From an optimization exercise on the open Yosys and OpenROAD flow, aimed at small area, a short achievable clock period and few clock cycles per item; shortcuts taken in it are not production practice.
No run shown here included a check of the RTL's function; only the layout flow was run.
Power is estimated from default activity; no workload was simulated.

==> flow/design.v (outline; a module is shown in full before it is edited, if it fits) <==
// module FP16_MAC_pipeline: 1051 lines
module FP16_MAC_pipeline(
    input [15:0]data_k,
    input [15:0]data_x,
    input [15:0]data_b,
    input rst,
    input input_valid,
    input clk,
    input [1:0]opcode,
    output reg [15:0]data_o,
    output reg output_up,
    output reg [1:0]opcode_o
    );
  // ...
==> flow/run.sh <==
#!/bin/bash
# synth_recipe.tcl (not shown) runs the flow's synth.tcl, then flattens the netlist and writes it again
# the make line also repeats each setting of config.mk as NAME=value (left out here)
make -C /OpenROAD-flow-scripts/flow DESIGN_CONFIG=/design/flow/config.mk WORK_HOME=/design/flow/orfs CLKGATE_MAP_FILE= SYNTH_SCRIPT=/design/flow/synth_recipe.tcl finish
==> flow/config.mk <==
export PLATFORM = sky130hd
export DESIGN_NAME = FP16_MAC_pipeline
export DESIGN_NICKNAME = FP16_MAC_pipeline
export VERILOG_FILES = /design/flow/design.v
export SDC_FILE = /design/flow/constraint.sdc
export NUM_CORES = 4
export LEC_CHECK = 0
export CAP_MARGIN = 20
export CORE_MARGIN = 2
export CORE_UTILIZATION = 60
export CTS_CLUSTER_DIAMETER = 80
export CTS_CLUSTER_SIZE = 30
export SETUP_SLACK_MARGIN = 3.5
export SLEW_MARGIN = 20
==> flow/constraint.sdc <==
create_clock -name core_clock -period 6.0 [get_ports {clk}]
set_input_delay 1.2000 -clock core_clock [delete_from_list [all_inputs] [get_ports {clk}]]
set_output_delay 1.2000 -clock core_clock [all_outputs]
set_load 0.01 [all_outputs]
==> results.cfg, run 1 <==
[grt]
grt_pass1_vias = 13620
met3_usage_pct = 3.383
met2_usage_pct = 47.10
grt_max_degree = 43

[logic_synthesis]
synthCells = 1863
synth_top_family_by_area = compound AO/OA/AOI/OAI gates
synth_most_common_cell = dfxtp_1
ys_ff_latch = 401
synthMuxAreaShare_pct = 6.682
synth_common_cells = 401 x dfxtp_1, 141 x nand2_1, 119 x xnor2_1, 104 x a21oi_1, 96 x nor2_1
synth_xor_area_share_pct = 8.363

[floorplan]
tapCellCount = 396

[final_layout]
buf_share_pct = 7.596
multi_input_area_um2 = 10870
final_area_um2 = 22350

[sta]
min_period_ns = 2.767

[detailed_routing]
final_antenna_net_count = 0
highest_layer = met4
wl_mm = 46.21
viasPerCell = 5.923

[power_and_ir_drop]
power.group.top = combinational cells
p_clk_share_pct = 12.7

[critical_path]
cpPeakStageDelay_ns = 0.37
crit_chain = a211oi_4 -> o21bai_2 -> and3_4 -> o31ai_4 -> a2111oi_4 -> buf_4 -> o31ai_4 -> buf_6 -> buf_12 -> buf_12 -> nand2_8 -> a311o_1 -> nor2_1
crit_required_ns = 6.49
critPathCapture = a_r5[20]

[clocking]
clockBufferDepth = 3

[outcome]
status = no timing/DRC/antenna violations

[min_path]
whs_path_depth = 0
==> inputs of run 2 (changes only) <==
--- a/flow/design.v
+++ b/flow/design.v
@@ -21,31 +21,29 @@
     assign op_0 = opcode;
     assign v_0 = input_valid;
     wire [10:0] mk_0;
     wire [10:0] mx_0;
     wire [10:0] mb_0;
     wire [4:0] ek_0;
     wire [4:0] ex_0;
     wire [4:0] eb_0;
-    wire sub_0;
     wire sp_0;
     wire sb_0;
     wire nzk_dec0 = |k_0[14:10];
     wire nzx_dec0 = |x_0[14:10];
     wire nzb_dec0 = |b_0[14:10];
     assign mk_0 = {nzk_dec0, k_0[9:0]};
     assign mx_0 = {nzx_dec0, x_0[9:0]};
     assign mb_0 = {nzb_dec0, b_0[9:0]};
     assign ek_0 = nzk_dec0 ? k_0[14:10] : {4'd0, |k_0[9:0]};
     assign ex_0 = nzx_dec0 ? x_0[14:10] : {4'd0, |x_0[9:0]};
     assign eb_0 = nzb_dec0 ? b_0[14:10] : {4'd0, |b_0[9:0]};
     assign sp_0 = k_0[15] ^ x_0[15];
     assign sb_0 = b_0[15];
-    assign sub_0 = k_0[15] ^ x_0[15] ^ b_0[15];
     wire bo0_0;
     wire bt0_0;
     wire bn0_0;
     wire bo1_0;
     wire bt1_0;
     wire bn1_0;
     wire bo2_0;
     wire bt2_0;
@@ -98,17 +96,16 @@
     reg [4:0] eb_r1;
     reg [4:0] ek_r1;
     reg [4:0] ex_r1;
     reg [10:0] mb_r1;
     reg [10:0] mk_r1;
     reg [1:0] op_r1;
     reg sb_r1;
     reg sp_r1;
-    reg sub_r1;
     reg v_r1;
     always @(posedge clk) begin
         bn0_r1 <= bn0_0;
         bn1_r1 <= bn1_0;
         bn2_r1 <= bn2_0;
         bn3_r1 <= bn3_0;
         bn4_r1 <= bn4_0;
         bn5_r1 <= bn5_0;
@@ -127,17 +124,16 @@
         eb_r1 <= eb_0;
         ek_r1 <= ek_0;
         ex_r1 <= ex_0;
         mb_r1 <= mb_0;
         mk_r1 <= mk_0;
         op_r1 <= op_0;
         sb_r1 <= sb_0;
         sp_r1 <= sp_0;
-        sub_r1 <= sub_0;
         v_r1 <= v_0 & ~rst;
     end
     wire pp0_0_1;
     wire pp0_1_1;
     wire pp0_2_1;
     wire pp1_0_1;
     wire pp0_3_1;
     wire pp1_1_1;
@@ -559,17 +555,16 @@
     reg hs73_r2;
     reg hs75_r2;
     reg [10:0] mb_r2;
     reg [1:0] op_r2;
     reg pp0_0_r2;
     reg pp0_1_r2;
     reg sb_r2;
     reg sp_r2;
-    reg sub_r2;
     reg v_r2;
     always @(posedge clk) begin
         bn0_r2 <= bn0_r1;
         bn1_r2 <= bn1_r1;
         e0_r2 <= e0_1;
         eb_r2 <= eb_r1;
         fc100_r2 <= fc100_1;
         fc102_r2 <= fc102_1;
@@ -611,17 +606,16 @@
         hs73_r2 <= hs73_1;
         hs75_r2 <= hs75_1;
         mb_r2 <= mb_r1;
         op_r2 <= op_r1;
         pp0_0_r2 <= pp0_0_1;
         pp0_1_r2 <= pp0_1_1;
         sb_r2 <= sb_r1;
         sp_r2 <= sp_r1;
-        sub_r2 <= sub_r1;
         v_r2 <= v_r1 & ~rst;
     end
     wire [21:0] p_2;
     assign p_2 = {hs111_r2, fs109_r2, fs107_r2, fs105_r2, fs103_r2, fs101_r2, fs99_r2, fs97_r2, fs95_r2, fs93_r2, fs91_r2, fs89_r2, fs87_r2, fs85_r2, fs83_r2, fs81_r2, fs79_r2, fs77_r2, hs75_r2, bn1_r2, pp0_1_r2, pp0_0_r2} + {fc110_r2, fc108_r2, fc106_r2, fc104_r2, fc102_r2, fc100_r2, fc98_r2, fc96_r2, fc94_r2, fc92_r2, fc90_r2, fc88_r2, fc86_r2, fc84_r2, fc82_r2, fc80_r2, fc78_r2, hc76_r2, hc74_r2, hs73_r2, 1'b0, bn0_r2};
     wire [4:0] ad_2;
     wire ph_2;
     wire bA_2;
     wire eA_2;
@@ -643,49 +637,49 @@
     reg eB_r3;
     reg [4:0] eb_r3;
     reg [10:0] mb_r3;
     reg [1:0] op_r3;
     reg [21:0] p_r3;
     reg ph_r3;
     reg sb_r3;
     reg sp_r3;
-    reg sub_r3;
     reg v_r3;
     always @(posedge clk) begin
         ad_r3 <= ad_2;
         bA_r3 <= bA_2;
         bB_r3 <= bB_2;
         e0_r3 <= e0_r2;
         eA_r3 <= eA_2;
         eB_r3 <= eB_2;
         eb_r3 <= eb_r2;
         mb_r3 <= mb_r2;
         op_r3 <= op_r2;
         p_r3 <= p_2;
         ph_r3 <= ph_2;
         sb_r3 <= sb_r2;
         sp_r3 <= sp_r2;
-        sub_r3 <= sub_r2;
         v_r3 <= v_r2 & ~rst;
     end
     wire [32:0] pv_3;
     wire [21:0] gv_3;
     wire [6:0] eh_3;
     wire zs_3;
     wire sh_3;
+    wire sub_3;
+    assign sub_3 = sp_r3 ^ sb_r3;
     wire p21_align3 = p_r3[21];
     wire ph_align3 = ph_r3;
     wire [21:0] pp_align3 = {p_r3[21:1], p_r3[0] & ~p21_align3};
     wire big_align3 = ph_align3 ? (bA_r3 | (eA_r3 & p21_align3)) : (bB_r3 | (eB_r3 & ~p21_align3));
     wire [21:0] hi_align3 = ph_align3 ? pp_align3 : {1'b0, mb_r3, 10'd0};
     wire [32:0] lo0_align3 = ph_align3 ? {1'b0, mb_r3, 21'd0} : {pp_align3, 11'd0};
     wire [32:0] lo1_align3 = lo0_align3 >> ad_r3;
     assign zs_3 = ph_align3 & p21_align3;
-    wire [32:0] lx_align3 = {1'b0, (big_align3 ? 32'd0 : {lo1_align3[31:1], lo1_align3[0] & ~zs_3})} ^ {33{sub_r3}};
+    wire [32:0] lx_align3 = {1'b0, (big_align3 ? 32'd0 : {lo1_align3[31:1], lo1_align3[0] & ~zs_3})} ^ {33{sub_3}};
     wire [32:0] hx_align3 = {hi_align3, 11'd0};
     assign pv_3 = hx_align3 ^ lx_align3;
     assign gv_3 = hi_align3 & lx_align3[32:11];
     assign eh_3 = ph_align3 ? e0_r3 : {2'b00, eb_r3};
     assign sh_3 = ph_align3 ? sp_r3 : sb_r3;
     reg [6:0] eh_r4;
     reg [21:0] gv_r4;
     reg [1:0] op_r4;
@@ -695,17 +689,17 @@
     reg v_r4;
     reg zs_r4;
     always @(posedge clk) begin
         eh_r4 <= eh_3;
         gv_r4 <= gv_3;
         op_r4 <= op_r3;
         pv_r4 <= pv_3;
         sh_r4 <= sh_3;
-        sub_r4 <= sub_r3;
+        sub_r4 <= sub_3;
         v_r4 <= v_r3 & ~rst;
         zs_r4 <= zs_3;
     end
     wire [33:0] a_4;
     wire sgn_4;
     wire [33:0] pp34_addsub4 = {sub_r4, pv_r4};
     wire [33:0] gg34_addsub4 = {1'b0, gv_r4, 11'd0};
     wire xaddsub4_p0 = pp34_addsub4[0];
==> flow/config.mk (replaced) <==
export PLATFORM = sky130hd
export DESIGN_NAME = FP16_MAC_pipeline
export DESIGN_NICKNAME = FP16_MAC_pipeline
export VERILOG_FILES = /design/flow/design.v
export SDC_FILE = /design/flow/constraint.sdc
export NUM_CORES = 4
export LEC_CHECK = 0
export CAP_MARGIN = 20
export CORE_MARGIN = 2
export CORE_UTILIZATION = 60
export PLACE_DENSITY = 0.75
export SETUP_SLACK_MARGIN = 3.5
export SLEW_MARGIN = 20
==> results.cfg, run 2 <==
[sta]
finalCritPeriodShare_pct = 44.01
tns_ns = 0
setup_viol_count_final = 0
maxSlewViolCount = 0
tightest_slew_ns = 0.8011
min_period_ns = 2.641
slew_headroom_pct = 46.10
report.final.hold_viol_count = 0
fmax_mhz = 378.7
rsz0062_at_grt = yes
clock_skew_ns = 0.01849

[logic_synthesis]
synth_seq_area_share_pct = 43.45
synth_most_common_cell = dfxtp_1
synth_top_cell_by_area = dfxtp_1
synth_area_leaders = dfxtp_1 43%, ha_1 6.3%, xnor2_1 6.2%, fa_1 4.7%, mux2i_1 2.9%
ys_warn_count = 1
synth_ff_type = dfxtp_1
syn_avg_cell_area_um2 = 9.843
synth_fp_nets = 2052
netlist_area_um2 = 18340
async_flop_share_pct = 0
ys_types = 83
ys_ff_latch = 398
synthCells = 1863
synth_top_area_share_pct = 43.45
synth_common_cells = 398 x dfxtp_1, 130 x xnor2_1, 125 x nor2_1, 119 x nand2_1, 105 x inv_1
synth_edf_count = 0

[final_layout]
final_nets = 2157
layout_common_cells = 336 x dfxtp_1, 116 x xnor2_1, 114 x nand2_1
mostFrequentLayoutCell = dfxtp_1
areaGrowthSynthToFinish_pct = 24.22
final_area_um2 = 22780
largestRegisters = a_r5 (34), a_r6 (34), pv_r4 (33)
drive_above_1_share_pct = 23.08

[floorplan]
die_h_um = 178.8
rows = 64
die_x_um = 178.8
die_area_um2 = 31980
pin_count = 72
start_util_pct = 60.42
core-area_um2 = 30350

[critical_path]
worstReg2RegStart = pv_r4[19]
rr_worst_depth = 11
arrival_ns = 3.08
crit_required_ns = 6.44
cpPeakStageDelay_ns = 0.43
crit_chain = nand4_1 -> or3_4 -> nor4_4 -> nor3_2 -> a31o_4 -> buf_6 -> a21oi_4 -> buf_6 -> nand2_2 -> a31oi_2 -> xnor2_1
startpoint_type = register
slowest_stage = or3_4
r2r-end = a_r5[21]
path_common_cell = buf_6
worstPathMaxFanout = 5
r2r_slack_ns = 3.36
crit_type = reg -> reg
worst_path_dominant_cell_family = simple AND/OR/NAND/NOR gates
end_kind = register
crit_buf_inv = 2

[power_and_ir_drop]
leakagePower_nw = 9.232
power_density_nw_per_um2 = 606.0
vdd_drop_max_uv = 298.6

[grt]
grt_pass1_vias = 13500
met3_usage_pct = 3.584
grt-ovfl-total = 0
met2_usage_pct = 48.19
grt_pass1_wl_mm = 70.18
grt_usage_pct = 27.94
use_met1_pct = 34.67
antenna_found_initial = 1
grt_max_degree = 47
busiest_layer = met2

[outcome]
status = no timing/DRC/antenna violations

[placed_design]
numPortBuffers = 71
place.gp.congestion = 0.8991
dpl_cell_area_um2 = 19270
place_hpwl_mm = 31.25

[min_path]
worstHoldStart = sp_r2
hold_path_end = sp_r3
whs_path_depth = 0
hold_class = reg -> reg

[detailed_routing]
routed-via-count = 14310
wl_mm = 48.21
first_iter_violations = 1050
final_antenna_net_count = 0
drc_errors = 0
viasPerCell = 5.977
wire_per_inst_um = 20.14
firstDrtPassIters = 5

[clocking]
clkLatencyLatePin_ns = 0.54
cts_tree = done
cts_buffers = 42
root_buffer = clkbuf_16
htree_levels = 2
clockBufferDepth = 3
path_clk_slew_ns = 0.06
cts_sinks = 398

[run]
drv_cap = 0
run 2: cell families (layout without fill, tap and decap cells):
group / Yosys count / after routing / share of synthesized area (%)
xor+xnor: 176 / 176 / 8.406
simple gates: 445 / 446 / 11.77
other cells: 0 / 1 / 0
fa+ha+maj: 136 / 136 / 11.04
mux: 97 / 97 / 6.639
flops: 398 / 398 / 43.45
buf+inv: 211 / 341 / 4.428
compound gates: 400 / 403 / 14.27
run 2: worst max path at each step:
stage | start | endpoint | slack [ns] | cells past startpoint
after global routing | pv_r4[19] | a_r5[21] | 3.20 | 11
after floorplan | bn1_r1 | fs87_r2 | 3.50 | 6
after detailed placement | pv_r4[20] | a_r5[20] | 2.82 | 9
final | pv_r4[19] | a_r5[21] | 3.36 | 11
after global placement | data_b[5] | eb_r1[0] | 2.87 | 4
after CTS | pv_r4[1] | a_r5[20] | 3.30 | 10
run 2: worst reg2reg max path, stage by stage, from the launching register on:
cell     delay [ns]
dfxtp_4        0.37
nand4_1        0.14
or3_4          0.43
nor4_4         0.37
nor3_2         0.11
a31o_4         0.26
buf_6          0.12
a21oi_4        0.20
buf_6          0.14
nand2_2        0.04
a31oi_2        0.18
xnor2_1        0.18
run 2: repair_timing:
| action | 4_1_cts | 5_1_grt |
|---|---|---|
| setup endpoints to repair | 150 | 103 |
| setup buffers | 36 | 41 |
| resized for setup | 158 | 228 |
| cloned | 4 | 2 |
| hold buffers | 0 | 0 |
| endpoints found under the hold margin | 0 | 0 |
| pin swaps | 47 | 85 |
run 2: stage by stage:
stage          power (mW)  hold WS, ns  util [%]  setup WS, ns  cells
2_1_floorplan       8.277       0.3096         -         3.504   1863
3_3_place_gp        9.575       0.3098     63.50         2.868   2237
3_5_place_dp        9.716       0.3121     63.50         2.820   2237
4_1_cts             12.98       0.3257     71.11         3.305   2350
5_1_grt             14.66       0.3255     75.06         3.202   2394
6_report            13.80       0.3218     75.06         3.359   2394
run 2: per-layer routing:
metal,vias to the layer above,part of all wire [%]
li1,6719,-
met1,6810,39
met2,592,49
met3,189,5.7
met4,0,5.6
met5,-,0
run 2: final cells by class:
class | count | area (um^2)
Sequential cell | 398 | 8138
Inverter | 112 | 434.2
Tap cell | 396 | 495.5
Clock buffer | 56 | 1174
Antenna cell | 1 | 2.502
Multi-Input combinational cell | 1258 | 10850
Timing Repair Buffer | 155 | 1421
Clock inverter | 17 | 262.8
Timing Repair inverter | 1 | 5.005
Fill cell | 2013 | 7570
run 2: where the power goes:
| part | internal (mW) | total (mW) | switching [mW] |
|---|---|---|---|
| combinational | 2.98 | 6.41 | 3.43 |
| sequential | 3.67 | 4.72 | 1.05 |
| clock | 1.64 | 2.68 | 1.04 |
| total | 8.28 | 13.8 | 5.52 |

-- re-timing with driven ports --
In the flow no input, the clock included, has a driving cell. The finished layouts below were timed again as built, in two steps. Step 1 (the two cells are an assumption about what drives the block):
set clk [get_ports {clk}]
set_driving_cell -lib_cell sky130_fd_sc_hd__clkbuf_16 $clk
set_driving_cell -lib_cell sky130_fd_sc_hd__buf_2 [delete_from_list [all_inputs] $clk]
Step 2 times the ports against the registers' clock, not the clock port: input delays grow and output delays shrink by t, the midpoint of the rising clock arrivals with the driver on. Three values: ideal, step 1, step 2; two values: the first two.
run | shift t [ns] | setup slack, ns | slew at the worst register clock pin (ns)
run 1 | 0.590 | 3.233 / 3.233 / 3.047 | 0.11 / 0.11
run 2 | 0.583 | 3.359 / 3.359 / 3.055 | 0.07 / 0.07
After both steps setup and hold are still met in every run listed. The setup slack of run 2, which loses most, moves by 0.000 ns with the drivers and by -0.304 ns with both steps.
